Background: an optimization exercise with open tools, aiming at small area. Do not read the settings as production practice.
In this exercise RTL edits were held to simulation tests only and were not proved equivalent to the original.
Power and IR drop assume default switching activity.

==> onyx: inputs <==
## coretest
module coretest(
                input wire           clk,
                input wire           reset_n,
                input wire           rx_syn,
                input wire [7 : 0]   rx_data,
                output wire          rx_ack,
                output wire          tx_syn,
                output wire [7 : 0]  tx_data,
                input wire           tx_ack,
                output wire          core_reset_n,
                output wire          core_cs,
                output wire          core_we,
                output wire [15 : 0] core_address,
                output wire [31 : 0] core_write_data,
                input wire  [31 : 0] core_read_data,
                input wire           core_error
               );
export LEC_CHECK = 0
export CAP_MARGIN = 20
export CORE_MARGIN = 2
export CORE_UTILIZATION = 40
export SLEW_MARGIN = 20
create_clock -name core_clock -period 5.0 [get_ports {clk}]
standard.sh (not shown) runs the stock make flow with config.mk's settings and CLKGATE_MAP_FILE= SYNTH_SCRIPT=/design/flow/synth_recipe.tcl, a recipe that flattens the netlist after the stock synthesis.
==> flow/flow/run.sh <==
#!/bin/bash
# Layout with the standard.sh (ORFS: floorplan, power grid, tap cells,
# placement, CTS, routing as standard), changed in how the cells are made:
#  - synthesis: the standard synthesis script, but ABC maps for area
#    (flow/area.abc) and Yosys maps no half/full adder cells, so ABC
#    optimises that logic too; the registers are the same as the standard
#    synthesis's;
#  - port buffers use the smallest buffer cell (every port still gets one);
#  - clock tree synthesis uses clkbuf_8 and no dummy loads;
#  - power recovery downsizes cells on paths with positive slack.
# make's output goes to standard_flow.log; ORFS keeps each step's log
# under orfs/logs.
set -euo pipefail
here=$(pwd)
export MY_ABC_SCRIPT="$here/flow/area.abc"
bash standard.sh \
  "SYNTH_SCRIPT=$here/flow/synth_area.tcl" \
  "ADDER_MAP_FILE=" \
  "RECOVER_POWER=100" \
  "BUFFER_PORTS_ARGS=-buffer_cell sky130_fd_sc_hd__buf_1" \
  "CTS_ARGS=-sink_clustering_enable -repair_clock_nets -dont_use_dummy_load -buf_list sky130_fd_sc_hd__clkbuf_8" \
  finish > standard_flow.log 2>&1
==> flow/flow/area.abc <==
&get -n
&st
&dch
&nf -R 1000 -p -F 8 -A 4 -a
&put
topo
dnsize -c
==> flow/flow/synth_area.tcl <==
# synth_recipe.tcl (the standard synthesis: synth without the fsm and share
# passes, ORFS's synth.tcl, then flatten and rename), except that ABC maps
# the combinational logic with the area-oriented script named by
# MY_ABC_SCRIPT instead of ORFS's speed script. Registers are mapped by
# dfflibmap before ABC runs, so they are the standard synthesis's.
proc synth {args} { yosys synth -nofsm -noshare {*}$args }
proc _abc_override {name1 name2 op} {
  upvar #0 abc_args a
  set i [lsearch -exact $a -script]
  if {$i >= 0} { lset a [expr {$i + 1}] $::env(MY_ABC_SCRIPT) }
}
trace add variable ::abc_args write _abc_override
source $::env(SCRIPTS_DIR)/synth.tcl
# left out here: clear keep_hierarchy, flatten, clean up, hide names made inside functions, write 1_2_yosys.v
==> inputs of umber, as changes to onyx <==
--- a/flow/design.v
+++ b/flow/design.v
@@ -45,22 +45,16 @@
   reg [1 : 0]   cls_reg;
   reg           err_reg;
   reg [3 : 0]   ptr_reg;
   reg [15 : 0]  addr_reg;
   reg [31 : 0]  data_reg;
   wire          empty   = (rx_ctr_reg == 4'h0);
   wire          full    = (rx_ctr_reg == 4'hf);
-  reg  [7 : 0]  rx_byte;
-  integer       ri;
-  always @*
-    begin : rx_read
-      rx_byte = 8'h00;
-      for (ri = 1 ; ri < 16 ; ri = ri + 1)
-        rx_byte = rx_byte | (rx_fifo_reg[8 * ri - 1 -: 8] & {8{rx_ctr_reg == ri}});
-    end
+  wire [127 : 0] fifo_ext = {rx_fifo_reg, 8'h00};
+  wire [7 : 0]  rx_byte = fifo_ext[{rx_ctr_reg, 3'b000} +: 8];
   wire          get_st  = (st_reg == S_IDLE) || (st_reg == S_CMD) ||
                           (st_reg == S_GET)  || (st_reg == S_EOC);
   wire          get_end = (ptr_reg == 4'h5) || ((ptr_reg == 4'h1) && !cls_reg[0]);
   wire          consume = get_st && !empty;
   wire          access  = (st_reg == S_X1) || (st_reg == S_X2);
   reg  [3 : 0]  len;
   reg  [7 : 0]  type_byte;
==> flow/flow/run.sh (replaced) <==
#!/bin/bash
# Standard ORFS layout (the standard.sh: unchanged synthesis, floorplan,
# power grid and tap cells), with two changes to how the layout is built:
#  - port buffers use the smallest buffer cell (every port still gets one);
#  - clock tree synthesis uses clkbuf_8 buffers and no dummy loads.
# The make output goes to standard_flow.log; ORFS keeps each step's log
# under orfs/logs.
set -euo pipefail
bash standard.sh \
  "BUFFER_PORTS_ARGS=-buffer_cell sky130_fd_sc_hd__buf_1" \
  "CTS_ARGS=-sink_clustering_enable -repair_clock_nets -dont_use_dummy_load -buf_list sky130_fd_sc_hd__clkbuf_8" \
  finish > standard_flow.log 2>&1
removed: flow/flow/area.abc
removed: flow/flow/synth_area.tcl
==> qor summary <==
|  | onyx | umber |
|---|---|---|
| Net switching share of the total power | 37.32% | 36.79% |
| Combinational-cell power consumption | 1.52 mW | 1.99 mW |
| Number of tap instances | 229 | 270 |
| Final worst-path cycle share | 81.94% | 83.06% |
| Status | finished with violations | timing/DRC/antenna clean |
| Layout check failures | capacitance limit, slew limit | - |
| Total placed instance area | 0.008134 sq mm | 0.008869 sq mm |
| Pwr Density | 584.3 mW/mm^2 | 605.3 mW/mm^2 |
| Inverter count | 5 | 13 |
| Die outline area | 0.01963 sq mm | 0.02170 sq mm |
| Clk_skew | 0.03532 ns | 0.02196 ns |
| Net count after synthesis | 537 | 566 |
| Multiplexer area fraction after synthesis | 3.800% | 13.66% |
| Switching power of the nets | 1.820 mW | 2.027 mW |

==> re-timing with driven ports <==
No port has a modelled driver above. Below, the same layouts with a new extraction and two added sets of constraints. Step 1: set_driving_cell puts a clkbuf_16 on clk and a buf_2 on each other input, an assumption about the parent block. Step 2 adds t to the input delays and takes it off the output delays; t is the mean of the earliest and latest rising clock arrival at the registers after step 1. Input paths then give back, and output paths get back, about the clock's delay inside the block. Three values: ideal ports, drivers, drivers and shift; two values: the first two.
run | t (ns) | setup slack, ns | clock arrival spread, ns | worst slew at a driven data input, ns
onyx | 0.480 | 0.903 / 0.878 / 0.903 | 0.036 / 0.035 | 0.05
umber | 0.482 | 0.847 / 0.810 / 1.292 | 0.023 / 0.023 | 0.05
